Source: an optimization exercise on an open RTL-to-GDS flow (aim: small area, a short achievable clock period and few clock cycles per item). Production flows keep margins and buffers that such runs may drop.
The RTL was checked by simulation tests, not by an equivalence proof against the original design.

## flow/design.v (module list and top-level ports; edited modules follow where they fit)
// module lzc: 22 lines
// module gen_lzc: 25 lines
// module lzc_4: 10 lines
// module int_div: 97 lines
// module ks_sub: 36 lines
// module int_sqrt: 76 lines
// module fp_rnd: 240 lines
// module fp_add_head: 223 lines
// module fp_add_tail: 141 lines
// module fp_mul_head: 120 lines
// module fp_mul_tail: 179 lines
// module fp_fma_s2: 296 lines
// module fp_fma_tail: 186 lines
// module fp_fma_add_head: 297 lines
// module fp_div: 229 lines
// module fp_sqrt: 189 lines
// module fp_i2f: 155 lines
// module fp_f2i: 229 lines
// module fp_cmp: 154 lines
// module fp_classify: 113 lines
// module f2d: 146 lines
// module d2f: 153 lines
// module fp_top: 773 lines
module fp_top
#(
    parameter fp_pkg::fp_format_e  FP_FORMAT   = fp_pkg::FP32,
    parameter fp_pkg::int_format_e INT_FORMAT  = fp_pkg::INT32,
    parameter logic        RISCV_MODE  = 1'b0
)
(
    input clk_i,
    input rst_i,
    input start_i,
    output logic ready_o,
    input [63:0] a_i,
    input [63:0] b_i,
    input [63:0] c_i,
    input fp_pkg::roundmode_e rnd_i,
    input fp_pkg::float_op_e op_i,
    input [1:0] op_modify_i,
    output logic [63:0] result_o,
    output logic valid_o,
    output fp_pkg::status_t flags_o
);
  // ...
==> flow/run.sh <==
#!/bin/bash
# synth_recipe.tcl (not shown) runs the flow's synth.tcl, then flattens the netlist and writes it again
# the make line also repeats each setting of config.mk as NAME=value (left out here)
make -C /OpenROAD-flow-scripts/flow DESIGN_CONFIG=/design/flow/config.mk WORK_HOME=/design/flow/orfs CLKGATE_MAP_FILE= SYNTH_SCRIPT=/design/flow/synth_recipe.tcl finish
==> flow/config.mk <==
export PLATFORM = sky130hd
export DESIGN_NAME = fp_top
export DESIGN_NICKNAME = fp_top
export VERILOG_FILES = /design/flow/design.v
export SDC_FILE = /design/flow/constraint.sdc
export NUM_CORES = 8
export LEC_CHECK = 0
export CAP_MARGIN = 20
export CORE_MARGIN = 2
export CORE_UTILIZATION = 40
export SETUP_SLACK_MARGIN = 5
export SLEW_MARGIN = 20
==> flow/constraint.sdc <==
create_clock -name core_clock -period 20.0 [get_ports {clk_i}]
set_input_delay 4.0000 -clock core_clock [delete_from_list [all_inputs] [get_ports {clk_i}]]
set_output_delay 4.0000 -clock core_clock [all_outputs]
set_load 0.01 [all_outputs]
==> impl_metrics.py, run 1 <==
metrics = {
    "status": {
        "status": "finished clean",
    },
    "placed_design": {
        "place.port_buffers": 210,
        "dp_slack_ns": 1.83,
    },
    "grt": {
        "top_usage_layer": "met2",
        "met3_usage_pct": 8.05,
        "grt_pass1_wl_um": 827000,
        "global_route.usage.total_pct": 38.2,
    },
    "synth": {
        "yosys-top-cells-area": "sky130_fd_sc_hd__fa_1 11%, sky130_fd_sc_hd__dfxtp_1 9.6%, sky130_fd_sc_hd__ha_1 8.0%, sky130_fd_sc_hd__nand2_1 5.9%, sky130_fd_sc_hd__mux2i_1 5.4%",
        "largest_family_of_logic_cells_by_synthesized_area": "compound AO/OA/AOI/OAI gates",
        "postSynth.asyncResetShare_pct": 2.84,
        "synth_commonest_cells": "1,792 x sky130_fd_sc_hd__nand2_1, 1,644 x sky130_fd_sc_hd__nor2_1, 1,286 x sky130_fd_sc_hd__inv_1",
    },
    "sta": {
        "timing.clock.skew_ns": 0.0960,
        "final_max_slew_viol_count": 0,
        "fin_tns_setup_ns": 0,
        "timing.final.setup_violations": 0,
        "final.hold.worst_slack_ns": 0.443,
    },
    "detailed_routing": {
        "drt-vias-per-instance": 6.40,
        "routed-via-count": 125246,
    },
    "cts": {
        "clk_transition_reported_paths_ns": 0.07,
        "clock_latency_ns": 0.89,
    },
    "worst_setup_path": {
        "critical_path.top_delay_family": "simple AND/OR/NAND/NOR gates",
        "reg2reg_setup_slack_ns": 3.92,
        "crit_buf_inv": 10,
        "r2r.worst_path.cells": 75,
    },
    "worst_hold_path": {
        "min_delay_worst_endpoint": "fp_div_inst.int_div_inst.p_q[23]$_DFFE_PP_",
    },
    "die": {
        "core-area_um2": 285000,
    },
    "finish": {
        "area_of_the_multi_input_gates_um2": 92700,
        "signal_buffers": 1215,
        "nMultiInputCombCells": 12363,
    },
}
Testbench counts, summed over its fixed seeds: cycles 38,356, ops 24,000.
==> module fp_add_head, before the edit <==
module fp_add_head
#(
    parameter fp_pkg::fp_format_e FP_FORMAT = fp_pkg::FP32
)
(
    input  [31:0] a_i,
    input  [31:0] b_i,
    input         sub_i,
    input  fp_pkg::roundmode_e rnd_i,
    output logic [31:0] spec_o,      
    output logic [1:0]  sel_o,       
    output logic        sign_o,
    output logic [28:0] urpr_mant_o,
    output logic [7:0]  urpr_exp_o,
    output logic [4:0]  shamt_o,
    output logic        sticky_o,
    output logic        invalid_o
);
localparam int unsigned FP_WIDTH   = fp_pkg::fp_width(FP_FORMAT);
localparam int unsigned EXP_WIDTH  = fp_pkg::exp_bits(FP_FORMAT);
localparam int unsigned MANT_WIDTH = fp_pkg::man_bits(FP_FORMAT);
localparam R_IND = {1'b1, {EXP_WIDTH{1'b1}}, 1'b1, {MANT_WIDTH-1{1'b0}}};
function logic sign(input logic [FP_WIDTH-1:0] val);
    sign = val[FP_WIDTH-1];
endfunction
function logic [EXP_WIDTH-1:0] exp(input logic [FP_WIDTH-1:0] val);
    exp = val[FP_WIDTH-2-:EXP_WIDTH];
endfunction
function logic [MANT_WIDTH-1:0] mant(input logic [FP_WIDTH-1:0] val);
    mant = val[FP_WIDTH-2-EXP_WIDTH:0];
endfunction
function logic is_minus(input logic [FP_WIDTH-1:0] val);
    is_minus = sign(val);
endfunction
function logic is_normal(input logic [FP_WIDTH-1:0] val);
    is_normal = (exp(val) >= 1) && (exp(val) <= (2**EXP_WIDTH-2));
endfunction
function logic is_subnormal(input logic [FP_WIDTH-1:0] val);
    is_subnormal = (exp(val) == 0) && (mant(val) != 0);
endfunction
function logic is_zero(input logic [FP_WIDTH-1:0] val);
    is_zero = val[FP_WIDTH-2:0] == 0;
endfunction
function logic is_inf(input logic [FP_WIDTH-1:0] val);
    is_inf = exp(val) == (2**EXP_WIDTH-1) && mant(val) == 0;
endfunction
function logic is_nan(input logic [FP_WIDTH-1:0] val);
    is_nan = exp(val) == (2**EXP_WIDTH-1) && mant(val) != 0;
endfunction
function logic is_signalling(input logic [FP_WIDTH-1:0] val);
    is_signalling = exp(val) == (2**EXP_WIDTH-1) && mant(val) != 0 && !val[FP_WIDTH-2-EXP_WIDTH];
endfunction
function logic is_quiet(input logic [FP_WIDTH-1:0] val);
    is_quiet = exp(val) == (2**EXP_WIDTH-1) && val[FP_WIDTH-2-EXP_WIDTH];
endfunction
function logic is_canonical(input logic [FP_WIDTH-1:0] val);
    is_canonical = is_finite(val) | is_inf(val) | (exp(val) == (2**EXP_WIDTH-1) && val[FP_WIDTH-2-EXP_WIDTH]);
endfunction
function logic is_finite(input logic [FP_WIDTH-1:0] val);
    is_finite = is_zero(val) | is_subnormal(val) | is_normal(val);
endfunction
function fp_pkg::fp_info_t fp_info(input logic [FP_WIDTH-1:0] val);
    fp_pkg::fp_info_t info;
    info = '0;
    info.is_minus       = is_minus(val);
    info.is_normal      = is_normal(val);
    info.is_subnormal   = is_subnormal(val);
    info.is_zero        = is_zero(val);
    info.is_inf         = is_inf(val);
    info.is_nan         = is_nan(val);
    info.is_signalling  = is_signalling(val);
    info.is_canonical   = is_canonical(val);
    info.is_finite      = is_finite(val);
    info.is_quiet       = is_quiet(val);
    fp_info = info;
endfunction
typedef struct packed {
    logic sign;
    logic [EXP_WIDTH-1:0] exp;
    logic [MANT_WIDTH-1:0] mant;
} fp_encoding_t;
typedef struct packed {
    fp_encoding_t u_result;
    logic [1:0] rs;
    logic round_en;
    logic invalid;
    logic [1:0] exp_cout;
} uround_res_t;
typedef struct packed {
    fp_encoding_t result;
    fp_pkg::status_t flags;
} round_res_t;
typedef struct packed {
    logic sign;
    logic [EXP_WIDTH-1:0] exp;
    logic [2*MANT_WIDTH + 1:0] mant;
} fp_encoding_fma_t;
typedef struct packed {
    fp_encoding_fma_t u_result;
    logic [1:0] rs;
    logic round_en;
    logic invalid;
    logic [1:0] exp_cout;
} uround_res_fma_t;
logic exp_eq, exp_lt;
logic mant_lt;
logic lt;
logic [EXP_WIDTH-1:0]exp_diff;
logic [MANT_WIDTH + fp_pkg::GUARD_BITS:0]shifted_mant;
logic [MANT_WIDTH:0]bigger_mant;
logic urpr_s;
logic [MANT_WIDTH + fp_pkg::GUARD_BITS + 2:0] urpr_mant;
logic [EXP_WIDTH-1:0] urpr_exp;
fp_encoding_t a_decoded;
fp_encoding_t b_decoded;
fp_encoding_t result_o;
logic [EXP_WIDTH:0] stickyindex;
logic [MANT_WIDTH:0] sigB;
logic [MANT_WIDTH:0] compressed_mant;
logic stickybit;
assign a_decoded = a_i;
assign b_decoded = b_i;
fp_pkg::fp_info_t a_info;
fp_pkg::fp_info_t b_info;
assign a_info = fp_info(a_i);
assign b_info = fp_info(b_i);
always_comb
begin
    sel_o = 2'd0;
    result_o = 0;
    if(a_info.is_nan)
    begin
        result_o.sign = a_decoded.sign;
        result_o.mant = {1'b1, a_decoded.mant[MANT_WIDTH-2:0]};
        result_o.exp = a_decoded.exp;
    end
    else if(b_info.is_nan)
    begin
        result_o.sign = b_decoded.sign;
        result_o.mant = {1'b1, b_decoded.mant[MANT_WIDTH-2:0]};
        result_o.exp = b_decoded.exp;
    end
    else if(a_info.is_inf)
        result_o = ((a_decoded.sign ^ (sub_i ^ b_decoded.sign)) & a_info.is_inf & b_info.is_inf)? R_IND : a_decoded;
    else if(a_info.is_normal || a_info.is_subnormal)
        if(b_info.is_inf)
        begin
            result_o.sign = sub_i ^ b_decoded.sign;
            result_o.mant = b_decoded.mant;
            result_o.exp = b_decoded.exp;
        end
        else if(b_info.is_zero)
            result_o = a_decoded;
        else
        begin
            if(a_decoded.exp == b_decoded.exp && a_decoded.mant == b_decoded.mant && (a_decoded.sign != (sub_i ^ b_decoded.sign)))
            begin
                result_o.sign = (rnd_i == fp_pkg::RDN);
                result_o.mant = 0;
                result_o.exp = 0;
            end
            else if(a_info.is_subnormal && b_info.is_subnormal) 
                sel_o = 2'd1;
            else 
                sel_o = 2'd2;
        end
    else if(a_info.is_zero)
    begin
        result_o.sign = sub_i ^ b_decoded.sign;
        result_o.mant = b_decoded.mant;
        result_o.exp = b_decoded.exp;
        if(b_info.is_zero && ((sub_i ^ b_info.is_minus) ^ a_info.is_minus))
            result_o.sign = (rnd_i == fp_pkg::RDN);
    end
end
assign spec_o = result_o;
logic denormalA;
logic denormalB;
assign denormalA = (a_info.is_subnormal ^ b_info.is_subnormal) & a_info.is_subnormal;
assign denormalB = (a_info.is_subnormal ^ b_info.is_subnormal) & b_info.is_subnormal;
assign exp_eq = (a_decoded.exp == b_decoded.exp);
assign exp_lt = (a_decoded.exp < b_decoded.exp);
assign mant_lt = (a_decoded.mant < b_decoded.mant);
assign lt = exp_lt | (exp_eq & mant_lt);
assign exp_diff = lt? (b_decoded.exp - a_decoded.exp)
                    : (a_decoded.exp - b_decoded.exp);
assign shifted_mant = lt? ({{a_info.is_normal, a_decoded.mant},{fp_pkg::GUARD_BITS{1'b0}}} >> (denormalA ? exp_diff - 1 : exp_diff))
                        : ({{b_info.is_normal, b_decoded.mant},{fp_pkg::GUARD_BITS{1'b0}}} >> (denormalB ? exp_diff - 1 : exp_diff));
assign bigger_mant = lt? {b_info.is_normal, b_decoded.mant} : {a_info.is_normal, a_decoded.mant};
assign urpr_s = lt? sub_i ^ b_decoded.sign : a_decoded.sign;
assign urpr_mant = (a_decoded.sign ^ (sub_i ^ b_decoded.sign))? ({1'b0, bigger_mant,{fp_pkg::GUARD_BITS{1'b0}},1'b0} - {1'b0,shifted_mant,stickybit})
                                                            : ({1'b0, bigger_mant,{fp_pkg::GUARD_BITS{1'b0}},1'b0} + {1'b0,shifted_mant,stickybit});
assign urpr_exp = lt? b_decoded.exp : a_decoded.exp;
logic [$clog2(FP_WIDTH)-1:0] shamt;
lzc #(.WIDTH(MANT_WIDTH+fp_pkg::GUARD_BITS)) lzc_inst
(
    .a_i(urpr_mant[MANT_WIDTH + fp_pkg::GUARD_BITS + 1 : fp_pkg::GUARD_BITS - 1]),
    .cnt_o(shamt),
    .zero_o()
);
assign sigB = lt? {a_info.is_normal, a_decoded.mant} : {b_info.is_normal, b_decoded.mant};
genvar i;
generate
    for(i = 0; i <= MANT_WIDTH; i= i+1)
	begin : combine_sig
        assign compressed_mant[i] = |sigB[i:0];
	end
endgenerate
assign stickyindex = exp_diff - (fp_pkg::GUARD_BITS + 1);
always_comb
    if($signed(stickyindex) < $signed(0))
        stickybit = 1'b0;
    else if($signed(stickyindex) > $signed(MANT_WIDTH))
        stickybit = compressed_mant[MANT_WIDTH];
    else
        stickybit = compressed_mant[stickyindex];
assign invalid_o = a_info.is_signalling | b_info.is_signalling | ((a_decoded.sign ^ (sub_i ^ b_decoded.sign)) & a_info.is_inf & b_info.is_inf);
assign sign_o = urpr_s;
assign urpr_mant_o = urpr_mant;
assign urpr_exp_o = urpr_exp;
assign shamt_o = shamt;
assign sticky_o = stickybit;
endmodule
==> module fp_mul_head, before the edit <==
module fp_mul_head
#(
    parameter fp_pkg::fp_format_e FP_FORMAT = fp_pkg::FP32
)
(
    input  [31:0] a_i,
    input  [31:0] b_i,
    output logic [47:0] prod_o,
    output logic [5:0]  shamt_o,
    output logic [9:0]  uexp_o
);
localparam int unsigned FP_WIDTH   = fp_pkg::fp_width(FP_FORMAT);
localparam int unsigned EXP_WIDTH  = fp_pkg::exp_bits(FP_FORMAT);
localparam int unsigned MANT_WIDTH = fp_pkg::man_bits(FP_FORMAT);
localparam int unsigned BIAS       = (2**(EXP_WIDTH-1)-1);
function logic sign(input logic [FP_WIDTH-1:0] val);
    sign = val[FP_WIDTH-1];
endfunction
function logic [EXP_WIDTH-1:0] exp(input logic [FP_WIDTH-1:0] val);
    exp = val[FP_WIDTH-2-:EXP_WIDTH];
endfunction
function logic [MANT_WIDTH-1:0] mant(input logic [FP_WIDTH-1:0] val);
    mant = val[FP_WIDTH-2-EXP_WIDTH:0];
endfunction
function logic is_minus(input logic [FP_WIDTH-1:0] val);
    is_minus = sign(val);
endfunction
function logic is_normal(input logic [FP_WIDTH-1:0] val);
    is_normal = (exp(val) >= 1) && (exp(val) <= (2**EXP_WIDTH-2));
endfunction
function logic is_subnormal(input logic [FP_WIDTH-1:0] val);
    is_subnormal = (exp(val) == 0) && (mant(val) != 0);
endfunction
function logic is_zero(input logic [FP_WIDTH-1:0] val);
    is_zero = val[FP_WIDTH-2:0] == 0;
endfunction
function logic is_inf(input logic [FP_WIDTH-1:0] val);
    is_inf = exp(val) == (2**EXP_WIDTH-1) && mant(val) == 0;
endfunction
function logic is_nan(input logic [FP_WIDTH-1:0] val);
    is_nan = exp(val) == (2**EXP_WIDTH-1) && mant(val) != 0;
endfunction
function logic is_signalling(input logic [FP_WIDTH-1:0] val);
    is_signalling = exp(val) == (2**EXP_WIDTH-1) && mant(val) != 0 && !val[FP_WIDTH-2-EXP_WIDTH];
endfunction
function logic is_quiet(input logic [FP_WIDTH-1:0] val);
    is_quiet = exp(val) == (2**EXP_WIDTH-1) && val[FP_WIDTH-2-EXP_WIDTH];
endfunction
function logic is_canonical(input logic [FP_WIDTH-1:0] val);
    is_canonical = is_finite(val) | is_inf(val) | (exp(val) == (2**EXP_WIDTH-1) && val[FP_WIDTH-2-EXP_WIDTH]);
endfunction
function logic is_finite(input logic [FP_WIDTH-1:0] val);
    is_finite = is_zero(val) | is_subnormal(val) | is_normal(val);
endfunction
function fp_pkg::fp_info_t fp_info(input logic [FP_WIDTH-1:0] val);
    fp_pkg::fp_info_t info;
    info = '0;
    info.is_minus       = is_minus(val);
    info.is_normal      = is_normal(val);
    info.is_subnormal   = is_subnormal(val);
    info.is_zero        = is_zero(val);
    info.is_inf         = is_inf(val);
    info.is_nan         = is_nan(val);
    info.is_signalling  = is_signalling(val);
    info.is_canonical   = is_canonical(val);
    info.is_finite      = is_finite(val);
    info.is_quiet       = is_quiet(val);
    fp_info = info;
endfunction
typedef struct packed {
    logic sign;
    logic [EXP_WIDTH-1:0] exp;
    logic [MANT_WIDTH-1:0] mant;
} fp_encoding_t;
typedef struct packed {
    fp_encoding_t u_result;
    logic [1:0] rs;
    logic round_en;
    logic invalid;
    logic [1:0] exp_cout;
} uround_res_t;
typedef struct packed {
    fp_encoding_t result;
    fp_pkg::status_t flags;
} round_res_t;
typedef struct packed {
    logic sign;
    logic [EXP_WIDTH-1:0] exp;
    logic [2*MANT_WIDTH + 1:0] mant;
} fp_encoding_fma_t;
typedef struct packed {
    fp_encoding_fma_t u_result;
    logic [1:0] rs;
    logic round_en;
    logic invalid;
    logic [1:0] exp_cout;
} uround_res_fma_t;
fp_encoding_t a_decoded;
fp_encoding_t b_decoded;
assign a_decoded = a_i;
assign b_decoded = b_i;
fp_pkg::fp_info_t a_info;
fp_pkg::fp_info_t b_info;
assign a_info = fp_info(a_i);
assign b_info = fp_info(b_i);
logic [2*MANT_WIDTH + 1:0] urpr_mant;
logic [EXP_WIDTH + 1:0] urpr_exp;
assign urpr_exp = (a_decoded.exp + b_decoded.exp) - ((a_info.is_subnormal | b_info.is_subnormal) ? BIAS-1 : BIAS );
assign urpr_mant = {a_info.is_normal, a_decoded.mant} * {b_info.is_normal, b_decoded.mant};
logic [$clog2(FP_WIDTH):0] shamt;
lzc #(.WIDTH(2*MANT_WIDTH+1)) lzc_inst
(
    .a_i(urpr_mant[2*MANT_WIDTH:0]),
    .cnt_o(shamt),
    .zero_o()
);
assign prod_o = urpr_mant;
assign shamt_o = shamt;
assign uexp_o = urpr_exp;
endmodule
==> module fp_mul_tail, before the edit <==
module fp_mul_tail
#(
    parameter fp_pkg::fp_format_e FP_FORMAT = fp_pkg::FP32
)
(
    input  [31:0] a_i,
    input  [31:0] b_i,
    input  [47:0] prod_i,
    input  [5:0]  shamt_i,
    input  [9:0]  uexp_i,
    output logic [38:0] urnd_result_o
);
localparam int unsigned FP_WIDTH   = fp_pkg::fp_width(FP_FORMAT);
localparam int unsigned EXP_WIDTH  = fp_pkg::exp_bits(FP_FORMAT);
localparam int unsigned MANT_WIDTH = fp_pkg::man_bits(FP_FORMAT);
localparam int unsigned BIAS       = (2**(EXP_WIDTH-1)-1);
localparam INF   = {{EXP_WIDTH{1'b1}}, {MANT_WIDTH{1'b0}}};
localparam R_IND = {1'b1, {EXP_WIDTH{1'b1}}, 1'b1, {MANT_WIDTH-1{1'b0}}};
function logic sign(input logic [FP_WIDTH-1:0] val);
    sign = val[FP_WIDTH-1];
endfunction
function logic [EXP_WIDTH-1:0] exp(input logic [FP_WIDTH-1:0] val);
    exp = val[FP_WIDTH-2-:EXP_WIDTH];
endfunction
function logic [MANT_WIDTH-1:0] mant(input logic [FP_WIDTH-1:0] val);
    mant = val[FP_WIDTH-2-EXP_WIDTH:0];
endfunction
function logic is_minus(input logic [FP_WIDTH-1:0] val);
    is_minus = sign(val);
endfunction
function logic is_normal(input logic [FP_WIDTH-1:0] val);
    is_normal = (exp(val) >= 1) && (exp(val) <= (2**EXP_WIDTH-2));
endfunction
function logic is_subnormal(input logic [FP_WIDTH-1:0] val);
    is_subnormal = (exp(val) == 0) && (mant(val) != 0);
endfunction
function logic is_zero(input logic [FP_WIDTH-1:0] val);
    is_zero = val[FP_WIDTH-2:0] == 0;
endfunction
function logic is_inf(input logic [FP_WIDTH-1:0] val);
    is_inf = exp(val) == (2**EXP_WIDTH-1) && mant(val) == 0;
endfunction
function logic is_nan(input logic [FP_WIDTH-1:0] val);
    is_nan = exp(val) == (2**EXP_WIDTH-1) && mant(val) != 0;
endfunction
function logic is_signalling(input logic [FP_WIDTH-1:0] val);
    is_signalling = exp(val) == (2**EXP_WIDTH-1) && mant(val) != 0 && !val[FP_WIDTH-2-EXP_WIDTH];
endfunction
function logic is_quiet(input logic [FP_WIDTH-1:0] val);
    is_quiet = exp(val) == (2**EXP_WIDTH-1) && val[FP_WIDTH-2-EXP_WIDTH];
endfunction
function logic is_canonical(input logic [FP_WIDTH-1:0] val);
    is_canonical = is_finite(val) | is_inf(val) | (exp(val) == (2**EXP_WIDTH-1) && val[FP_WIDTH-2-EXP_WIDTH]);
endfunction
function logic is_finite(input logic [FP_WIDTH-1:0] val);
    is_finite = is_zero(val) | is_subnormal(val) | is_normal(val);
endfunction
function fp_pkg::fp_info_t fp_info(input logic [FP_WIDTH-1:0] val);
    fp_pkg::fp_info_t info;
    info = '0;
    info.is_minus       = is_minus(val);
    info.is_normal      = is_normal(val);
    info.is_subnormal   = is_subnormal(val);
    info.is_zero        = is_zero(val);
    info.is_inf         = is_inf(val);
    info.is_nan         = is_nan(val);
    info.is_signalling  = is_signalling(val);
    info.is_canonical   = is_canonical(val);
    info.is_finite      = is_finite(val);
    info.is_quiet       = is_quiet(val);
    fp_info = info;
endfunction
typedef struct packed {
    logic sign;
    logic [EXP_WIDTH-1:0] exp;
    logic [MANT_WIDTH-1:0] mant;
} fp_encoding_t;
typedef struct packed {
    fp_encoding_t u_result;
    logic [1:0] rs;
    logic round_en;
    logic invalid;
    logic [1:0] exp_cout;
} uround_res_t;
typedef struct packed {
    fp_encoding_t result;
    fp_pkg::status_t flags;
} round_res_t;
typedef struct packed {
    logic sign;
    logic [EXP_WIDTH-1:0] exp;
    logic [2*MANT_WIDTH + 1:0] mant;
} fp_encoding_fma_t;
typedef struct packed {
    fp_encoding_fma_t u_result;
    logic [1:0] rs;
    logic round_en;
    logic invalid;
    logic [1:0] exp_cout;
} uround_res_fma_t;
uround_res_t urnd;
fp_encoding_t result_o;
logic [1:0] rs_o;
logic round_en_o;
logic invalid_o;
logic [1:0] exp_cout_o;
logic urpr_s;
logic [2*MANT_WIDTH + 1:0] urpr_mant;
logic [EXP_WIDTH + 1:0] urpr_exp;
logic [$clog2(FP_WIDTH):0] shamt;
logic sign_o;
logic [EXP_WIDTH-1:0] exp_o;
logic [MANT_WIDTH-1:0] mant_o;
fp_encoding_t a_decoded;
fp_encoding_t b_decoded;
assign a_decoded = a_i;
assign b_decoded = b_i;
fp_pkg::fp_info_t a_info;
fp_pkg::fp_info_t b_info;
assign a_info = fp_info(a_i);
assign b_info = fp_info(b_i);
assign urpr_mant = prod_i;
assign urpr_exp = uexp_i;
assign shamt = shamt_i;
always_comb
begin
    round_en_o = 1'b0;
	result_o = 0;
    if(a_info.is_nan)
    begin
        result_o.sign = a_decoded.sign;
        result_o.mant = {1'b1, a_decoded.mant[MANT_WIDTH-2:0]};
        result_o.exp = a_decoded.exp;
    end
    else if(b_info.is_nan)
    begin
        result_o.sign = b_decoded.sign;
        result_o.mant = {1'b1, b_decoded.mant[MANT_WIDTH-2:0]};
        result_o.exp = b_decoded.exp;
    end
    else if(a_info.is_inf)
        if(b_info.is_zero)
            result_o = R_IND;
        else
            result_o = {sign_o, INF};
    else if(a_info.is_normal || a_info.is_subnormal)
        if(b_info.is_inf)
            result_o = {sign_o, INF};
        else if(b_info.is_zero)
            result_o = {sign_o, {FP_WIDTH-1{1'b0}}};
        else
        begin
            round_en_o = 1'b1;
            result_o.sign = sign_o;
            result_o.mant = mant_o;
            result_o.exp = exp_o;
        end
    else if(a_info.is_zero)
        if(b_info.is_inf)
            result_o = R_IND;
        else
            result_o = {sign_o, {FP_WIDTH-1{1'b0}}};
end
assign urpr_s = a_decoded.sign ^ b_decoded.sign;
logic [2*MANT_WIDTH + 1:0] shifted_mant_norm;
assign shifted_mant_norm = urpr_mant << shamt;
assign sign_o = urpr_s;
assign {exp_cout_o, exp_o} = urpr_mant[2*MANT_WIDTH + 1] ? urpr_exp + 1'b1 : urpr_exp - shamt;
assign mant_o = urpr_mant[2*MANT_WIDTH + 1] ? urpr_mant[2*MANT_WIDTH -: MANT_WIDTH] : shifted_mant_norm[2*MANT_WIDTH - 1 -: MANT_WIDTH];
assign rs_o[1] = urpr_mant[2*MANT_WIDTH + 1] ? urpr_mant[MANT_WIDTH] : shifted_mant_norm[MANT_WIDTH - 1];
assign rs_o[0] = urpr_mant[2*MANT_WIDTH + 1] ? |urpr_mant[MANT_WIDTH-1:0] : |shifted_mant_norm[MANT_WIDTH - 2:0];
assign invalid_o = a_info.is_signalling | b_info.is_signalling | ((a_info.is_zero & b_info.is_inf) | (a_info.is_inf & b_info.is_zero));
assign urnd.u_result =  result_o;
assign urnd.rs =  rs_o;
assign urnd.round_en =  round_en_o;
assign urnd.invalid =  invalid_o;
assign urnd.exp_cout =  exp_cout_o;
assign urnd_result_o = urnd;
endmodule
==> module fp_fma_s2, before the edit <==
module fp_fma_s2
#(
    parameter fp_pkg::fp_format_e FP_FORMAT = fp_pkg::FP32
)
(
    input  [47:0] prod_i,
    input  [5:0]  shamt_i,
    input  [9:0]  uexp_i,
    input  [31:0] a_i,           
    input  [31:0] b_i,
    input  [31:0] c_i,
    input         sub_i,
    input  fp_pkg::roundmode_e rnd_i,
    output logic        fsel_o,        
    output logic [31:0] fspec_o,
    output logic        invalid_o,
    output logic        msticky_o,     
    output logic        asel_add_o,    
    output logic        asel_sub_o,    
    output logic [25:0] aspec_o,       
    output logic        aspec_sign_o,
    output logic [7:0]  aspec_exp_o,
    output logic        around_en_o,
    output logic        around_only_o,
    output logic        amul_ovf_o,
    output logic        amul_uf_o,
    output logic        asign_o,
    output logic [53:0] aurpr_mant_o,
    output logic [7:0]  aurpr_exp_o,
    output logic [5:0]  ashamt_o,
    output logic        asticky_o,
    output logic [1:0]  aexp_in_o       
);
localparam int unsigned FP_WIDTH   = fp_pkg::fp_width(FP_FORMAT);
localparam int unsigned EXP_WIDTH  = fp_pkg::exp_bits(FP_FORMAT);
localparam int unsigned MANT_WIDTH = fp_pkg::man_bits(FP_FORMAT);
localparam int unsigned BIAS       = (2**(EXP_WIDTH-1)-1);
localparam INF   = {{EXP_WIDTH{1'b1}}, {MANT_WIDTH{1'b0}}};
localparam R_IND = {1'b1, {EXP_WIDTH{1'b1}}, 1'b1, {MANT_WIDTH-1{1'b0}}};
function logic sign(input logic [FP_WIDTH-1:0] val);
    sign = val[FP_WIDTH-1];
endfunction
function logic [EXP_WIDTH-1:0] exp(input logic [FP_WIDTH-1:0] val);
    exp = val[FP_WIDTH-2-:EXP_WIDTH];
endfunction
function logic [MANT_WIDTH-1:0] mant(input logic [FP_WIDTH-1:0] val);
    mant = val[FP_WIDTH-2-EXP_WIDTH:0];
endfunction
function logic is_minus(input logic [FP_WIDTH-1:0] val);
    is_minus = sign(val);
endfunction
function logic is_normal(input logic [FP_WIDTH-1:0] val);
    is_normal = (exp(val) >= 1) && (exp(val) <= (2**EXP_WIDTH-2));
endfunction
function logic is_subnormal(input logic [FP_WIDTH-1:0] val);
    is_subnormal = (exp(val) == 0) && (mant(val) != 0);
endfunction
function logic is_zero(input logic [FP_WIDTH-1:0] val);
    is_zero = val[FP_WIDTH-2:0] == 0;
endfunction
function logic is_inf(input logic [FP_WIDTH-1:0] val);
    is_inf = exp(val) == (2**EXP_WIDTH-1) && mant(val) == 0;
endfunction
function logic is_nan(input logic [FP_WIDTH-1:0] val);
    is_nan = exp(val) == (2**EXP_WIDTH-1) && mant(val) != 0;
endfunction
function logic is_signalling(input logic [FP_WIDTH-1:0] val);
    is_signalling = exp(val) == (2**EXP_WIDTH-1) && mant(val) != 0 && !val[FP_WIDTH-2-EXP_WIDTH];
endfunction
function logic is_quiet(input logic [FP_WIDTH-1:0] val);
    is_quiet = exp(val) == (2**EXP_WIDTH-1) && val[FP_WIDTH-2-EXP_WIDTH];
endfunction
function logic is_canonical(input logic [FP_WIDTH-1:0] val);
    is_canonical = is_finite(val) | is_inf(val) | (exp(val) == (2**EXP_WIDTH-1) && val[FP_WIDTH-2-EXP_WIDTH]);
endfunction
function logic is_finite(input logic [FP_WIDTH-1:0] val);
    is_finite = is_zero(val) | is_subnormal(val) | is_normal(val);
endfunction
function fp_pkg::fp_info_t fp_info(input logic [FP_WIDTH-1:0] val);
    fp_pkg::fp_info_t info;
    info = '0;
    info.is_minus       = is_minus(val);
    info.is_normal      = is_normal(val);
    info.is_subnormal   = is_subnormal(val);
    info.is_zero        = is_zero(val);
    info.is_inf         = is_inf(val);
    info.is_nan         = is_nan(val);
    info.is_signalling  = is_signalling(val);
    info.is_canonical   = is_canonical(val);
    info.is_finite      = is_finite(val);
    info.is_quiet       = is_quiet(val);
    fp_info = info;
endfunction
typedef struct packed {
    logic sign;
    logic [EXP_WIDTH-1:0] exp;
    logic [MANT_WIDTH-1:0] mant;
} fp_encoding_t;
typedef struct packed {
    fp_encoding_t u_result;
    logic [1:0] rs;
    logic round_en;
    logic invalid;
    logic [1:0] exp_cout;
} uround_res_t;
typedef struct packed {
    fp_encoding_t result;
    fp_pkg::status_t flags;
} round_res_t;
typedef struct packed {
    logic sign;
    logic [EXP_WIDTH-1:0] exp;
    logic [2*MANT_WIDTH + 1:0] mant;
} fp_encoding_fma_t;
typedef struct packed {
    fp_encoding_fma_t u_result;
    logic [1:0] rs;
    logic round_en;
    logic invalid;
    logic [1:0] exp_cout;
} uround_res_fma_t;
fp_encoding_t a_decoded;
fp_encoding_t b_decoded;
fp_encoding_t c_decoded;
assign a_decoded = a_i;
assign b_decoded = b_i;
assign c_decoded = c_i;
fp_pkg::fp_info_t a_info;
fp_pkg::fp_info_t b_info;
fp_pkg::fp_info_t c_info;
assign a_info = fp_info(a_i);
assign b_info = fp_info(b_i);
assign c_info = fp_info(c_i);
localparam int unsigned MANT_WIDTH_ADDER = 2*MANT_WIDTH + 2;
localparam int unsigned FP_WIDTH_ADDER = 1 + EXP_WIDTH + MANT_WIDTH_ADDER;
fp_encoding_t mul_result;
logic mul_round_en;
logic [1:0] mul_exp_cout;
logic mul_urpr_s;
logic [2*MANT_WIDTH + 1:0] mul_urpr_mant;
logic [EXP_WIDTH + 1:0] mul_urpr_exp;
logic mul_sign;
logic [EXP_WIDTH-1:0] mul_exp;
logic [2*MANT_WIDTH + 1:0] mul_norm_mant;
logic [FP_WIDTH_ADDER-1:0] joined_mul_result;
always_comb
begin
    mul_round_en = 1'b0;
	mul_result = 0;
    if(a_info.is_nan)
    begin
        mul_result.sign = a_decoded.sign;
        mul_result.exp = a_decoded.exp;
    end
    else if(b_info.is_nan)
    begin
        mul_result.sign = b_decoded.sign;
        mul_result.exp = b_decoded.exp;
    end
    else if(a_info.is_inf)
        if(b_info.is_zero)
            mul_result = R_IND;
        else
            mul_result = {mul_sign, INF};
    else if(a_info.is_normal || a_info.is_subnormal)
        if(b_info.is_inf)
            mul_result = {mul_sign, INF};
        else if(b_info.is_zero)
            mul_result = {mul_sign, {FP_WIDTH-1{1'b0}}};
        else
        begin
            mul_round_en = 1'b1;
            mul_result.sign = mul_sign;
            mul_result.exp = mul_exp;
        end
    else if(a_info.is_zero)
        if(b_info.is_inf)
            mul_result = R_IND;
        else
            mul_result = {mul_sign, {FP_WIDTH-1{1'b0}}};
end
assign mul_urpr_s = a_decoded.sign ^ b_decoded.sign;
assign mul_urpr_exp = uexp_i;
assign mul_urpr_mant = prod_i;
logic [2*MANT_WIDTH + 1:0] mul_shifted_mant_norm;
logic [$clog2(FP_WIDTH):0] mul_shamt;
assign mul_shamt = shamt_i;
assign mul_shifted_mant_norm = mul_urpr_mant << mul_shamt;
assign mul_sign = mul_urpr_s;
assign {mul_exp_cout, mul_exp} = mul_urpr_mant[2*MANT_WIDTH + 1] ? mul_urpr_exp + 1'b1 : mul_urpr_exp - mul_shamt;
assign mul_norm_mant = mul_urpr_mant[2*MANT_WIDTH + 1] ? {mul_urpr_mant[2*MANT_WIDTH : 0],1'b0} : {mul_shifted_mant_norm[2*MANT_WIDTH - 1 : 0],2'b0};
logic [EXP_WIDTH-1:0] mul_uexp;
logic [2*MANT_WIDTH + 1:0] mul_umant;
logic mul_round_out;
logic [EXP_WIDTH-1:0] mul_denorm_shift;
assign mul_denorm_shift = $signed(0)-$signed({mul_exp_cout,mul_result.exp});
always_comb
begin
    mul_uexp = {EXP_WIDTH{1'b0}};
    {mul_umant, mul_round_out} = {1'b1, mul_norm_mant[2*MANT_WIDTH + 1:0]} >> mul_denorm_shift;
end
logic [EXP_WIDTH:0] stickyindex;
logic [2*MANT_WIDTH + 2:0] sigB;
logic [2*MANT_WIDTH + 2:0] compressed_mant;
logic new_stickybit;
assign sigB = {1'b1, mul_norm_mant[2*MANT_WIDTH + 1:0]};
genvar i;
generate
    for(i = 0; i <= (2*MANT_WIDTH+2); i= i+1)
	begin : combine_sig_mul
        assign compressed_mant[i] = |sigB[i:0];
	end
endgenerate
assign stickyindex = mul_denorm_shift - 1;
always_comb
    if($signed(stickyindex) < $signed(0))
        new_stickybit = 1'b0;
    else if($signed(stickyindex) > $signed(2*MANT_WIDTH+2))
        new_stickybit = compressed_mant[2*MANT_WIDTH+2];
    else
        new_stickybit = compressed_mant[stickyindex];
logic mult_sticky_bit;
always_comb
    if($signed({mul_exp_cout,mul_result.exp}) <= $signed(0))
        mult_sticky_bit = mul_round_out | new_stickybit;
    else
        mult_sticky_bit = 1'b0;
always_comb begin
    if ($signed({mul_exp_cout,mul_result.exp}) <= $signed(0) && !(a_info.is_zero || b_info.is_zero))
        joined_mul_result = {mul_result.sign,mul_uexp,mul_umant[2*MANT_WIDTH+1:1],mul_umant[0] | mult_sticky_bit};
    else
        joined_mul_result = {mul_result.sign,mul_result.exp,mul_norm_mant};
end
logic mul_ovf_sig;
logic add_round_en;
logic add_round_only;
logic add_mul_uf;
logic add_invalid;
logic [1:0] add_sel;
logic [FP_WIDTH_ADDER-1:0] add_spec;
fp_fma_add_head #(.FP_FORMAT(fp_pkg::FP48)) fp_add_inst
(
    .a_i(joined_mul_result),
    .b_i({c_decoded, {MANT_WIDTH+2{1'b0}}}),
    .sub_i(sub_i),
    .exp_in(mul_exp_cout),
    .round_en(mul_round_en),
    .rnd_i(rnd_i),
    .spec_o(add_spec),
    .sel_o(add_sel),
    .round_en_o(add_round_en),
    .round_only(add_round_only),
    .mul_ovf(mul_ovf_sig),
    .mul_uf(add_mul_uf),
    .sign_o(asign_o),
    .urpr_mant_o(aurpr_mant_o),
    .urpr_exp_o(aurpr_exp_o),
    .shamt_o(ashamt_o),
    .sticky_o(asticky_o),
    .invalid_o(add_invalid)
);
assign invalid_o = a_info.is_signalling | b_info.is_signalling | c_info.is_signalling |
                    ((a_info.is_inf & b_info.is_zero) | (a_info.is_zero & b_info.is_inf)) |
                    (!a_info.is_nan && !b_info.is_nan && c_info.is_inf & ((mul_result.sign ^ (sub_i ^ c_decoded.sign)) & (a_info.is_inf | b_info.is_inf)));
always_comb
begin
    fsel_o = 1'b0;
	fspec_o = 0;
    amul_ovf_o = 1'b0;
    if((a_info.is_inf & b_info.is_zero) | (a_info.is_zero & b_info.is_inf))
        fspec_o = R_IND;
    else if(a_info.is_nan)
        fspec_o = {a_decoded.sign, a_decoded.exp, 1'b1, a_decoded.mant[MANT_WIDTH-2:0]};
    else if(b_info.is_nan)
        fspec_o = {b_decoded.sign, b_decoded.exp, 1'b1, b_decoded.mant[MANT_WIDTH-2:0]};
    else if(c_info.is_nan)
        fspec_o = {c_decoded.sign, c_decoded.exp, 1'b1, c_decoded.mant[MANT_WIDTH-2:0]};
    else if(c_info.is_inf)
        fspec_o = ((mul_result.sign ^ (sub_i ^ c_decoded.sign)) & (a_info.is_inf | b_info.is_inf))? R_IND : {sub_i ^ c_decoded.sign,c_decoded.exp,c_decoded.mant} ;
    else
    begin
        fsel_o     = 1'b1;
        amul_ovf_o = mul_ovf_sig & ~invalid_o;
    end
end
assign msticky_o     = mult_sticky_bit;
assign asel_add_o    = add_sel != 2'd0;
assign asel_sub_o    = add_sel == 2'd1;
assign aspec_sign_o  = add_spec[FP_WIDTH_ADDER-1];
assign aspec_exp_o   = add_spec[FP_WIDTH_ADDER-2 -: EXP_WIDTH];
assign aspec_o       = {add_spec[MANT_WIDTH_ADDER-1 -: 25], |add_spec[MANT_WIDTH_ADDER-26:0]};
assign around_en_o   = add_round_en;
assign around_only_o = add_round_only;
assign amul_uf_o     = add_mul_uf;
assign aexp_in_o     = mul_exp_cout;
endmodule
==> run 2, diff against run 1 <==
--- a/flow/design.v
+++ b/flow/design.v
@@ -658,33 +658,31 @@
     else if($signed(stickyindex) > $signed(MANT_WIDTH))
         new_stickybit = compressed_mant[MANT_WIDTH];
     else
         new_stickybit = compressed_mant[stickyindex];
 assign rnd_result_o.result = out_o;
 assign rnd_result_o.flags = flags_o;
 endmodule
 module fp_add_head
-#(
-    parameter fp_pkg::fp_format_e FP_FORMAT = fp_pkg::FP32
-)
 (
     input  [31:0] a_i,
     input  [31:0] b_i,
     input         sub_i,
     input  fp_pkg::roundmode_e rnd_i,
     output logic [31:0] spec_o,      
     output logic [1:0]  sel_o,       
     output logic        sign_o,
     output logic [28:0] urpr_mant_o,
     output logic [7:0]  urpr_exp_o,
     output logic [4:0]  shamt_o,
     output logic        sticky_o,
     output logic        invalid_o
 );
+localparam fp_pkg::fp_format_e FP_FORMAT = fp_pkg::FP32;
 localparam int unsigned FP_WIDTH   = fp_pkg::fp_width(FP_FORMAT);
 localparam int unsigned EXP_WIDTH  = fp_pkg::exp_bits(FP_FORMAT);
 localparam int unsigned MANT_WIDTH = fp_pkg::man_bits(FP_FORMAT);
 localparam R_IND = {1'b1, {EXP_WIDTH{1'b1}}, 1'b1, {MANT_WIDTH-1{1'b0}}};
 function logic sign(input logic [FP_WIDTH-1:0] val);
     sign = val[FP_WIDTH-1];
 endfunction
 function logic [EXP_WIDTH-1:0] exp(input logic [FP_WIDTH-1:0] val);
@@ -1022,26 +1020,24 @@
 assign urnd.u_result = result_o;
 assign urnd.rs = rs_o;
 assign urnd.round_en = round_en_o;
 assign urnd.invalid = invalid_i;
 assign urnd.exp_cout = exp_cout_o;
 assign urnd_result_o = urnd;
 endmodule
 module fp_mul_head
-#(
-    parameter fp_pkg::fp_format_e FP_FORMAT = fp_pkg::FP32
-)
 (
     input  [31:0] a_i,
     input  [31:0] b_i,
-    output logic [47:0] prod_o,
-    output logic [5:0]  shamt_o,
-    output logic [9:0]  uexp_o
+    output logic [47:0] prod_o,      
+    output logic [9:0]  expa_o,      
+    output logic [9:0]  expb_o       
 );
+localparam fp_pkg::fp_format_e FP_FORMAT = fp_pkg::FP32;
 localparam int unsigned FP_WIDTH   = fp_pkg::fp_width(FP_FORMAT);
 localparam int unsigned EXP_WIDTH  = fp_pkg::exp_bits(FP_FORMAT);
 localparam int unsigned MANT_WIDTH = fp_pkg::man_bits(FP_FORMAT);
 localparam int unsigned BIAS       = (2**(EXP_WIDTH-1)-1);
 function logic sign(input logic [FP_WIDTH-1:0] val);
     sign = val[FP_WIDTH-1];
 endfunction
 function logic [EXP_WIDTH-1:0] exp(input logic [FP_WIDTH-1:0] val);
@@ -1126,41 +1122,48 @@
 fp_encoding_t a_decoded;
 fp_encoding_t b_decoded;
 assign a_decoded = a_i;
 assign b_decoded = b_i;
 fp_pkg::fp_info_t a_info;
 fp_pkg::fp_info_t b_info;
 assign a_info = fp_info(a_i);
 assign b_info = fp_info(b_i);
-logic [2*MANT_WIDTH + 1:0] urpr_mant;
+logic [MANT_WIDTH:0] ma;
+logic [MANT_WIDTH:0] mb;
+assign ma = {a_info.is_normal, a_decoded.mant};
+assign mb = {b_info.is_normal, b_decoded.mant};
+logic [4:0] la;
+logic [4:0] lb;
+logic za;
+logic zb;
+lzc #(.WIDTH(MANT_WIDTH+1)) lzc_a (.a_i(ma), .cnt_o(la), .zero_o(za));
+lzc #(.WIDTH(MANT_WIDTH+1)) lzc_b (.a_i(mb), .cnt_o(lb), .zero_o(zb));
+logic [MANT_WIDTH:0] ma_n;
+logic [MANT_WIDTH:0] mb_n;
+assign ma_n = ma << la;
+assign mb_n = mb << lb;
+assign prod_o = ma_n * mb_n;
 logic [EXP_WIDTH + 1:0] urpr_exp;
+logic [EXP_WIDTH + 1:0] uexp_n;
 assign urpr_exp = (a_decoded.exp + b_decoded.exp) - ((a_info.is_subnormal | b_info.is_subnormal) ? BIAS-1 : BIAS );
-assign urpr_mant = {a_info.is_normal, a_decoded.mant} * {b_info.is_normal, b_decoded.mant};
-logic [$clog2(FP_WIDTH):0] shamt;
-lzc #(.WIDTH(2*MANT_WIDTH+1)) lzc_inst
-(
-    .a_i(urpr_mant[2*MANT_WIDTH:0]),
-    .cnt_o(shamt),
-    .zero_o()
-);
-assign prod_o = urpr_mant;
-assign shamt_o = shamt;
-assign uexp_o = urpr_exp;
+assign uexp_n = urpr_exp - (la + lb);
+assign expa_o = (za | zb) ? urpr_exp : uexp_n;
+assign expb_o = (za | zb) ? urpr_exp : uexp_n + 1'b1;
 endmodule
 module fp_mul_tail
 #(
     parameter fp_pkg::fp_format_e FP_FORMAT = fp_pkg::FP32
 )
 (
     input  [31:0] a_i,
     input  [31:0] b_i,
     input  [47:0] prod_i,
-    input  [5:0]  shamt_i,
-    input  [9:0]  uexp_i,
+    input  [9:0]  expa_i,
+    input  [9:0]  expb_i,
     output logic [38:0] urnd_result_o
 );
 localparam int unsigned FP_WIDTH   = fp_pkg::fp_width(FP_FORMAT);
 localparam int unsigned EXP_WIDTH  = fp_pkg::exp_bits(FP_FORMAT);
 localparam int unsigned MANT_WIDTH = fp_pkg::man_bits(FP_FORMAT);
 localparam int unsigned BIAS       = (2**(EXP_WIDTH-1)-1);
 localparam INF   = {{EXP_WIDTH{1'b1}}, {MANT_WIDTH{1'b0}}};
 localparam R_IND = {1'b1, {EXP_WIDTH{1'b1}}, 1'b1, {MANT_WIDTH-1{1'b0}}};
@@ -1248,33 +1251,29 @@
 } uround_res_fma_t;
 uround_res_t urnd;
 fp_encoding_t result_o;
 logic [1:0] rs_o;
 logic round_en_o;
 logic invalid_o;
 logic [1:0] exp_cout_o;
 logic urpr_s;
-logic [2*MANT_WIDTH + 1:0] urpr_mant;
-logic [EXP_WIDTH + 1:0] urpr_exp;
-logic [$clog2(FP_WIDTH):0] shamt;
+logic [2*MANT_WIDTH + 1:0] prod_n;
 logic sign_o;
 logic [EXP_WIDTH-1:0] exp_o;
 logic [MANT_WIDTH-1:0] mant_o;
 fp_encoding_t a_decoded;
 fp_encoding_t b_decoded;
 assign a_decoded = a_i;
 assign b_decoded = b_i;
 fp_pkg::fp_info_t a_info;
 fp_pkg::fp_info_t b_info;
 assign a_info = fp_info(a_i);
 assign b_info = fp_info(b_i);
-assign urpr_mant = prod_i;
-assign urpr_exp = uexp_i;
-assign shamt = shamt_i;
+assign prod_n = prod_i;
 always_comb
 begin
     round_en_o = 1'b0;
 	result_o = 0;
     if(a_info.is_nan)
     begin
         result_o.sign = a_decoded.sign;
         result_o.mant = {1'b1, a_decoded.mant[MANT_WIDTH-2:0]};
@@ -1305,39 +1304,37 @@
         end
     else if(a_info.is_zero)
         if(b_info.is_inf)
             result_o = R_IND;
         else
             result_o = {sign_o, {FP_WIDTH-1{1'b0}}};
 end
 assign urpr_s = a_decoded.sign ^ b_decoded.sign;
-logic [2*MANT_WIDTH + 1:0] shifted_mant_norm;
-assign shifted_mant_norm = urpr_mant << shamt;
 assign sign_o = urpr_s;
-assign {exp_cout_o, exp_o} = urpr_mant[2*MANT_WIDTH + 1] ? urpr_exp + 1'b1 : urpr_exp - shamt;
-assign mant_o = urpr_mant[2*MANT_WIDTH + 1] ? urpr_mant[2*MANT_WIDTH -: MANT_WIDTH] : shifted_mant_norm[2*MANT_WIDTH - 1 -: MANT_WIDTH];
-assign rs_o[1] = urpr_mant[2*MANT_WIDTH + 1] ? urpr_mant[MANT_WIDTH] : shifted_mant_norm[MANT_WIDTH - 1];
-assign rs_o[0] = urpr_mant[2*MANT_WIDTH + 1] ? |urpr_mant[MANT_WIDTH-1:0] : |shifted_mant_norm[MANT_WIDTH - 2:0];
+assign {exp_cout_o, exp_o} = prod_n[2*MANT_WIDTH + 1] ? expb_i : expa_i;
+assign mant_o = prod_n[2*MANT_WIDTH + 1] ? prod_n[2*MANT_WIDTH -: MANT_WIDTH] : prod_n[2*MANT_WIDTH - 1 -: MANT_WIDTH];
+assign rs_o[1] = prod_n[2*MANT_WIDTH + 1] ? prod_n[MANT_WIDTH] : prod_n[MANT_WIDTH - 1];
+assign rs_o[0] = prod_n[2*MANT_WIDTH + 1] ? |prod_n[MANT_WIDTH-1:0] : |prod_n[MANT_WIDTH - 2:0];
 assign invalid_o = a_info.is_signalling | b_info.is_signalling | ((a_info.is_zero & b_info.is_inf) | (a_info.is_inf & b_info.is_zero));
 assign urnd.u_result =  result_o;
 assign urnd.rs =  rs_o;
 assign urnd.round_en =  round_en_o;
 assign urnd.invalid =  invalid_o;
 assign urnd.exp_cout =  exp_cout_o;
 assign urnd_result_o = urnd;
 endmodule
 module fp_fma_s2
 #(
     parameter fp_pkg::fp_format_e FP_FORMAT = fp_pkg::FP32
 )
 (
     input  [47:0] prod_i,
-    input  [5:0]  shamt_i,
-    input  [9:0]  uexp_i,
+    input  [9:0]  expa_i,
+    input  [9:0]  expb_i,
     input  [31:0] a_i,           
     input  [31:0] b_i,
     input  [31:0] c_i,
     input         sub_i,
     input  fp_pkg::roundmode_e rnd_i,
     output logic        fsel_o,        
     output logic [31:0] fspec_o,
     output logic        invalid_o,
@@ -1459,18 +1456,17 @@
 assign b_info = fp_info(b_i);
 assign c_info = fp_info(c_i);
 localparam int unsigned MANT_WIDTH_ADDER = 2*MANT_WIDTH + 2;
 localparam int unsigned FP_WIDTH_ADDER = 1 + EXP_WIDTH + MANT_WIDTH_ADDER;
 fp_encoding_t mul_result;
 logic mul_round_en;
 logic [1:0] mul_exp_cout;
 logic mul_urpr_s;
-logic [2*MANT_WIDTH + 1:0] mul_urpr_mant;
-logic [EXP_WIDTH + 1:0] mul_urpr_exp;
+logic [2*MANT_WIDTH + 1:0] prod_n;
 logic mul_sign;
 logic [EXP_WIDTH-1:0] mul_exp;
 logic [2*MANT_WIDTH + 1:0] mul_norm_mant;
 logic [FP_WIDTH_ADDER-1:0] joined_mul_result;
 always_comb
 begin
     mul_round_en = 1'b0;
 	mul_result = 0;
@@ -1502,25 +1498,20 @@
         end
     else if(a_info.is_zero)
         if(b_info.is_inf)
             mul_result = R_IND;
         else
             mul_result = {mul_sign, {FP_WIDTH-1{1'b0}}};
 end
 assign mul_urpr_s = a_decoded.sign ^ b_decoded.sign;
-assign mul_urpr_exp = uexp_i;
-assign mul_urpr_mant = prod_i;
-logic [2*MANT_WIDTH + 1:0] mul_shifted_mant_norm;
-logic [$clog2(FP_WIDTH):0] mul_shamt;
-assign mul_shamt = shamt_i;
-assign mul_shifted_mant_norm = mul_urpr_mant << mul_shamt;
+assign prod_n = prod_i;
 assign mul_sign = mul_urpr_s;
-assign {mul_exp_cout, mul_exp} = mul_urpr_mant[2*MANT_WIDTH + 1] ? mul_urpr_exp + 1'b1 : mul_urpr_exp - mul_shamt;
-assign mul_norm_mant = mul_urpr_mant[2*MANT_WIDTH + 1] ? {mul_urpr_mant[2*MANT_WIDTH : 0],1'b0} : {mul_shifted_mant_norm[2*MANT_WIDTH - 1 : 0],2'b0};
+assign {mul_exp_cout, mul_exp} = prod_n[2*MANT_WIDTH + 1] ? expb_i : expa_i;
+assign mul_norm_mant = prod_n[2*MANT_WIDTH + 1] ? {prod_n[2*MANT_WIDTH : 0],1'b0} : {prod_n[2*MANT_WIDTH - 1 : 0],2'b0};
 logic [EXP_WIDTH-1:0] mul_uexp;
 logic [2*MANT_WIDTH + 1:0] mul_umant;
 logic mul_round_out;
 logic [EXP_WIDTH-1:0] mul_denorm_shift;
 assign mul_denorm_shift = $signed(0)-$signed({mul_exp_cout,mul_result.exp});
 always_comb
 begin
     mul_uexp = {EXP_WIDTH{1'b0}};
@@ -2065,18 +2056,23 @@
 assign mant_lt = (a_decoded.mant < b_decoded.mant);
 assign lt = exp_lt | (exp_eq & mant_lt);
 assign exp_diff = lt? (b_decoded.exp - a_decoded.exp)
                     : (a_decoded.exp - b_decoded.exp);
 assign shifted_mant = lt? ({{a_info.is_normal | a_info.is_nan | a_info.is_inf, a_decoded.mant},{fp_pkg::GUARD_BITS{1'b0}}} >> (denormalA ? exp_diff - 1 : exp_diff))
                         : ({{b_info.is_normal, b_decoded.mant},{fp_pkg::GUARD_BITS{1'b0}}} >> (denormalB ? exp_diff - 1 : exp_diff));
 assign bigger_mant = lt? {b_info.is_normal, b_decoded.mant} : {a_info.is_normal | a_info.is_nan | a_info.is_inf, a_decoded.mant};
 assign urpr_s = lt? sub_i ^ b_decoded.sign : a_decoded.sign;
-assign urpr_mant = (a_decoded.sign ^ (sub_i ^ b_decoded.sign))? ({1'b0, bigger_mant,{fp_pkg::GUARD_BITS{1'b0}},1'b0} - {1'b0,shifted_mant,stickybit})
-                                                            : ({1'b0, bigger_mant,{fp_pkg::GUARD_BITS{1'b0}},1'b0} + {1'b0,shifted_mant,stickybit});
+fma_addsub fma_addsub_inst
+(
+    .x_i({1'b0, bigger_mant,{fp_pkg::GUARD_BITS{1'b0}},1'b0}),
+    .y_i({1'b0,shifted_mant,stickybit}),
+    .sub_i(a_decoded.sign ^ (sub_i ^ b_decoded.sign)),
+    .s_o(urpr_mant)
+);
 assign urpr_exp = lt? b_decoded.exp : a_decoded.exp;
 logic [$clog2(FP_WIDTH)-1:0] shamt;
 lzc #(.WIDTH(MANT_WIDTH+fp_pkg::GUARD_BITS)) lzc_inst
 (
     .a_i(urpr_mant[MANT_WIDTH + fp_pkg::GUARD_BITS + 1 : fp_pkg::GUARD_BITS - 1]),
     .cnt_o(shamt),
     .zero_o()
 );
@@ -2099,16 +2095,51 @@
         stickybit = compressed_mant[stickyindex];
 assign invalid_o = a_info.is_signalling | b_info.is_signalling | ((a_decoded.sign ^ (sub_i ^ b_decoded.sign)) & a_info.is_inf & b_info.is_inf);
 assign sign_o = urpr_s;
 assign urpr_mant_o = urpr_mant;
 assign urpr_exp_o = urpr_exp;
 assign shamt_o = shamt;
 assign sticky_o = stickybit;
 endmodule
+module fma_addsub
+(
+    input  [53:0] x_i,
+    input  [53:0] y_i,
+    input         sub_i,
+    output [53:0] s_o
+);
+localparam int W = 54;
+localparam int L = $clog2(W);
+logic [W-1:0] yy;
+logic [W-1:0] p0;
+logic [W-1:0] g0;
+assign yy = y_i ^ {W{sub_i}};
+assign p0 = x_i ^ yy;
+assign g0 = x_i & yy;
+logic [W-1:0] p [0:L];
+logic [W-1:0] g [0:L];
+assign p[0] = p0;
+assign g[0] = {g0[W-1:1], g0[0] | (p0[0] & sub_i)};
+genvar l, j;
+generate
+    for (l = 0; l < L; l++) begin : g_lvl
+        for (j = 0; j < W; j++) begin : g_bit
+            if (j >= (1 << l)) begin : g_op
+                assign g[l+1][j] = g[l][j] | (p[l][j] & g[l][j - (1 << l)]);
+                assign p[l+1][j] = p[l][j] & p[l][j - (1 << l)];
+            end else begin : g_pass
+                assign g[l+1][j] = g[l][j];
+                assign p[l+1][j] = p[l][j];
+            end
+        end
+    end
+endgenerate
+assign s_o = p0 ^ {g[L][W-2:0], sub_i};
+endmodule
 module fp_div
 #(
     parameter fp_pkg::fp_format_e FP_FORMAT = fp_pkg::FP32,
     parameter int DIV_S = 6
 )
 (
     clk_i,
     reset_i,
@@ -3677,17 +3708,17 @@
 logic [31:0] add_spec;
 logic [1:0]  add_sel;
 logic        add_sign;
 logic [28:0] add_urpr_mant;
 logic [7:0]  add_urpr_exp;
 logic [4:0]  add_shamt;
 logic        add_sticky;
 logic        add_invalid;
-fp_add_head #(.FP_FORMAT(FP_FORMAT)) fp_add_head_inst
+fp_add_head fp_add_head_inst
 (
     .a_i(a_fp),
     .b_i(b_fp),
     .sub_i(op_modify_i == 2'b01),
     .rnd_i(rnd_i),
     .spec_o(add_spec),
     .sel_o(add_sel),
     .sign_o(add_sign),
@@ -3728,50 +3759,50 @@
     .invalid_i(add_invalid_q),
     .urnd_result_o(add_urnd_result)
 );
 logic mul_done;
 assign mul_done = mul_start;
 logic [FP_WIDTH-1:0] m_a_fp;
 assign m_a_fp = {a_fp[FP_WIDTH-1] ^ ((op_i == fp_pkg::FMADD) & op_modify_i[1]), a_fp[FP_WIDTH-2:0]};
 logic [47:0] m_prod;
-logic [5:0]  m_shamt;
-logic [9:0]  m_uexp;
-fp_mul_head #(.FP_FORMAT(FP_FORMAT)) fp_mul_head_inst
+logic [9:0]  m_expa;
+logic [9:0]  m_expb;
+fp_mul_head fp_mul_head_inst
 (
     .a_i(m_a_fp),
     .b_i(b_fp),
     .prod_o(m_prod),
-    .shamt_o(m_shamt),
-    .uexp_o(m_uexp)
+    .expa_o(m_expa),
+    .expb_o(m_expb)
 );
 logic [47:0] m_prod_q;
-logic [5:0]  m_shamt_q;
-logic [9:0]  m_uexp_q;
+logic [9:0]  m_expa_q;
+logic [9:0]  m_expb_q;
 logic [31:0] m_a_q;
 logic [31:0] m_b_q;
 logic [31:0] m_c_q;
 logic        m_sub_q;
 always_ff @(posedge clk_i) begin
     m_prod_q  <= m_prod;
-    m_shamt_q <= m_shamt;
-    m_uexp_q  <= m_uexp;
+    m_expa_q  <= m_expa;
+    m_expb_q  <= m_expb;
     m_a_q     <= m_a_fp;
     m_b_q     <= b_fp;
     m_c_q     <= c_fp;
     m_sub_q   <= op_modify_i[0];
 end
 uround_res_t mul_urnd_result;
 fp_mul_tail #(.FP_FORMAT(FP_FORMAT)) fp_mul_tail_inst
 (
     .a_i(m_a_q),
     .b_i(m_b_q),
     .prod_i(m_prod_q),
-    .shamt_i(m_shamt_q),
-    .uexp_i(m_uexp_q),
+    .expa_i(m_expa_q),
+    .expb_i(m_expb_q),
     .urnd_result_o(mul_urnd_result)
 );
 logic        f_fsel;
 logic [31:0] f_fspec;
 logic        f_invalid;
 logic        f_msticky;
 logic        f_asel_add;
 logic        f_asel_sub;
@@ -3785,18 +3816,18 @@
 logic        f_asign;
 logic [53:0] f_aurpr_mant;
 logic [7:0]  f_aurpr_exp;
 logic [5:0]  f_ashamt;
 logic        f_asticky;
 fp_fma_s2 #(.FP_FORMAT(FP_FORMAT)) fp_fma_s2_inst
 (
     .prod_i(m_prod_q),
-    .shamt_i(m_shamt_q),
-    .uexp_i(m_uexp_q),
+    .expa_i(m_expa_q),
+    .expb_i(m_expb_q),
     .a_i(m_a_q),
     .b_i(m_b_q),
     .c_i(m_c_q),
     .sub_i(m_sub_q),
     .rnd_i(fma_rnd_q),
     .fsel_o(f_fsel),
     .fspec_o(f_fspec),
     .invalid_o(f_invalid),
==> flow/flow/run.sh (new file) <==
#!/bin/bash
set -euo pipefail
bash standard.sh SETUP_SLACK_MARGIN=8 finish > flow_make.log 2>&1
==> flow/standard.sh (new file) <==
#!/bin/bash
# synth_recipe.tcl (not shown) runs the flow's synth.tcl, then flattens the netlist and writes it again
# the make line also repeats each setting of config.mk as NAME=value (left out here)
make -C /OpenROAD-flow-scripts/flow DESIGN_CONFIG=/design/flow/config.mk WORK_HOME=/design/flow/orfs CLKGATE_MAP_FILE= SYNTH_SCRIPT=/design/flow/synth_recipe.tcl "${@:-finish}"
--- a/flow/config.mk
+++ b/flow/config.mk
@@ -5,8 +5,10 @@
 export SDC_FILE = /design/flow/constraint.sdc
 export NUM_CORES = 8
 export LEC_CHECK = 0
 export CAP_MARGIN = 20
 export CORE_MARGIN = 2
 export CORE_UTILIZATION = 40
 export SETUP_SLACK_MARGIN = 5
 export SLEW_MARGIN = 20
+export SYNTH_HIERARCHICAL = 1
+export SYNTH_MINIMUM_KEEP_SIZE = 200
removed: flow/run.sh
==> impl_metrics.py, run 2 <==
metrics = {
    "cts": {
        "cts_tree": "done",
        "cts_max_level": 3,
        "max-clock-path-buffers": 4,
        "clk_transition_reported_paths_ns": 0.06,
        "tritoncts_num_sinks": 709,
        "cts_buffers": 89,
        "cts_hold_buffers": 0,
        "cts_root_buffer": "sky130_fd_sc_hd__clkbuf_16",
        "clock_latency_ns": 0.86,
    },
    "placed_design": {
        "place.gp.congestion": 1.05,
        "detailed_place_hpwl_um": 403000,
        "place.port_buffers": 210,
    },
    "grt": {
        "grt_pass1_wl_um": 817000,
        "antenna_found_initial": 51,
        "largest_net_degree_at_the_start_of_global_routing": 90,
        "first_global_vias": 119615,
        "grt_remaining_overflow": 0,
        "global_route.usage.total_pct": 36.9,
    },
    "job": {
        "drv_cap": 0,
    },
    "finish": {
        "finalNetCount": 17838,
        "largest_register_ff_count": 53,
        "area_growth_pct": 24.3,
        "layout_common_cells": "1,676 x sky130_fd_sc_hd__nand2_1, 1,567 x sky130_fd_sc_hd__nor2_1, 1,217 x sky130_fd_sc_hd__inv_1",
        "reg.largest.list": "f_aurpr_mant_q: 53 flops, m_prod_q: 48 flops, urnd_q: 38 flops",
        "share_of_post_route_cells_with_drive_strength_above_1_pct": 20.8,
        "regMostFlops": "f_aurpr_mant_q",
        "layout_commonest_cell": "sky130_fd_sc_hd__nand2_1",
        "share_of_the_core_filled_with_cells_in_the_final_layout_pct": 50.0,
    },
    "detailed_routing": {
        "detail_route.drc_violations": 0,
        "drt-pass1-iter-count": 12,
        "detail_route.wl_per_cell_um": 28.8,
        "routed-via-count": 130936,
        "dr.first_iter.drc_count": 18585,
        "final_antenna_net_count": 0,
        "route.final.wire_length_um": 581000,
        "drt-vias-per-instance": 6.49,
    },
    "worst_setup_path": {
        "crit_type": "flip-flop to output pin",
        "critical_path.top_delay_family": "simple AND/OR/NAND/NOR gates",
        "crit_fanout": 7,
        "crit_buf_inv": 15,
        "worstReg2RegStart": "m_b_q[6]$_DFF_P_",
        "critPathSlowestCell": "sky130_fd_sc_hd__a222oi_1",
        "r2r.worst_path.cells": 58,
        "r2r_end": "f_ashamt_q[0]$_SDFF_PN0_",
        "arrival_ns": 9.53,
        "reg2reg_setup_slack_ns": 6.49,
        "worst_ep_required_time_ns": 16.00,
        "worst_setup_path_end_kind": "output pin",
        "startpoint_type": "flip-flop",
        "max_stage_delay_ns": 0.67,
    },
    "synth": {
        "post_synthesis_instance_area_um2": 116000,
        "postSynthCellCount": 15609,
        "synth_area_per_cell_um2": 7.44,
        "syn-num-nets": 17153,
        "yosys_warnings": 46,
    },
    "die": {
        "fp.dieW_um": 543,
        "placementRows": 197,
        "io_pins": 275,
        "core-area_um2": 288000,
        "floorplan.initialDensity_pct": 40.2,
        "die_height_um": 543,
        "floorplan.die_area_um2": 294000,
    },
    "sta": {
        "period_share_pct": 67.7,
        "timing_worst_slew_pin_value_ns": 1.33,
        "max_freq_ghz": 0.0739,
        "final_max_slew_viol_count": 0,
        "setup_repair_after_global_routing_missed_its_margin": "true",
        "timing.slew.headroom_pct": 10.7,
        "timing.final.setup_violations": 0,
        "min_period_ns": 13.53,
        "fin_tns_setup_ns": 0,
        "timing.clock.skew_ns": 0.0839,
        "final_hold_viol_count": 0,
    },
    "worst_hold_path": {
        "min-delay-start": "fp_div_inst.int_div_inst.p_q[0]$_DFFE_PP_",
        "hold_class": "flip-flop to flip-flop",
        "min_delay_worst_endpoint": "fp_div_inst.int_div_inst.p_q[6]$_DFFE_PP_",
        "worst_hold_path_depth": 0,
    },
    "status": {
        "status": "finished clean",
    },
}
-- run 2: worst max path at each step --
stage,from,to,depth (start not counted)
after detailed placement,fp_div_inst.int_div_inst.s_q[23]$_DFFE_PP_,fp_div_inst.int_div_inst.s_q[23]$_DFFE_PP_,68
after CTS,m_b_q[23]$_DFF_P_,f_ashamt_q[0]$_SDFF_PN0_,61
after floorplan,fp_div_inst.int_div_inst.s_q[24]$_SDFFE_PP0P_,fp_div_inst.int_div_inst.s_q[8]$_DFFE_PP_,65
after global placement,fp_div_inst.int_div_inst.s_q[23]$_DFFE_PP_,fp_div_inst.int_div_inst.s_q[23]$_DFFE_PP_,68
after global routing,fp_div_inst.int_div_inst.s_q[23]$_DFFE_PP_,fp_div_inst.int_div_inst.s_q[17]$_DFFE_PP_,73
final,m_b_q[6]$_DFF_P_,flags_o[1],45
-- run 2: stage by stage --
step	setup WS (ns)	std cells	area (um2)	hold slack (ns)
6_report	6.47	20166	144000	0.449
5_1_grt	6.16	20149	144000	0.462
4_1_cts	6.51	19770	137000	0.452
3_5_place_dp	1.49	18973	123000	0.438
3_3_place_gp	1.64	18973	123000	0.433
2_1_floorplan	6.84	15609	118000	0.426
-- run 2: final cells by class --
cell class | count | area [um2]
Fill cell | 27532 | 144000
Multi-Input combinational cell | 12615 | 100000
Tap cell | 3781 | 4730
Antenna cell | 24 | 60.1
Clock inverter | 43 | 507
Sequential cell | 709 | 15700
Clock buffer | 115 | 2480
Inverter | 1305 | 5150
Timing Repair Buffer | 1570 | 15300
Timing Repair inverter | 4 | 31.3
-- run 2: timing repair --
action	in CTS	in global routing
gates resized for setup	1513	821
cloned	57	19
pin swaps	384	424
buffers inserted	582	351
setup endpoints to repair	274	256
-- run 2: metal layers --
metal	up-vias	wire length, um	GRT usage, %
met3	2232	78700	11.1
met4	44	43100	22.1
met1	62493	227000	49.4
met2	9014	231000	51.7
met5	-	302	0.0986
li1	57153	-	-
Testbench counts of run 2, summed over its fixed seeds: cycles 38,356, ops 24,000.

## port drivers added, routing unchanged
How much do the figures lean on ideal ports? The routed layouts below were timed once more, with nothing changed but the port constraints. Step 1: set_driving_cell puts a clkbuf_16 on clk_i and a buf_2 on each other input, an assumption about the parent block. Step 2 times the ports against the registers' clock, not the clock port: input delays grow and output delays shrink by t, the midpoint of the rising clock arrivals with the driver on. a / b / c = no drivers / after step 1 / after step 2; a / b = the first two.
run	shift t [ns]	slack for setup (ns)	hold slack, ns	worst setup path at the end	pins driven straight from the clock port
run 1	0.944	3.916 / 3.916 / 3.916	0.443 / 0.443 / 0.443	register to register	1
run 2	0.915	6.468 / 6.365 / 6.373	0.449 / 0.449 / 0.449	input to register	1
After both steps every run listed still meets setup and hold. For run 2, which loses most, drivers alone change the setup slack by -0.103 ns; drivers and shift together by -0.095 ns.
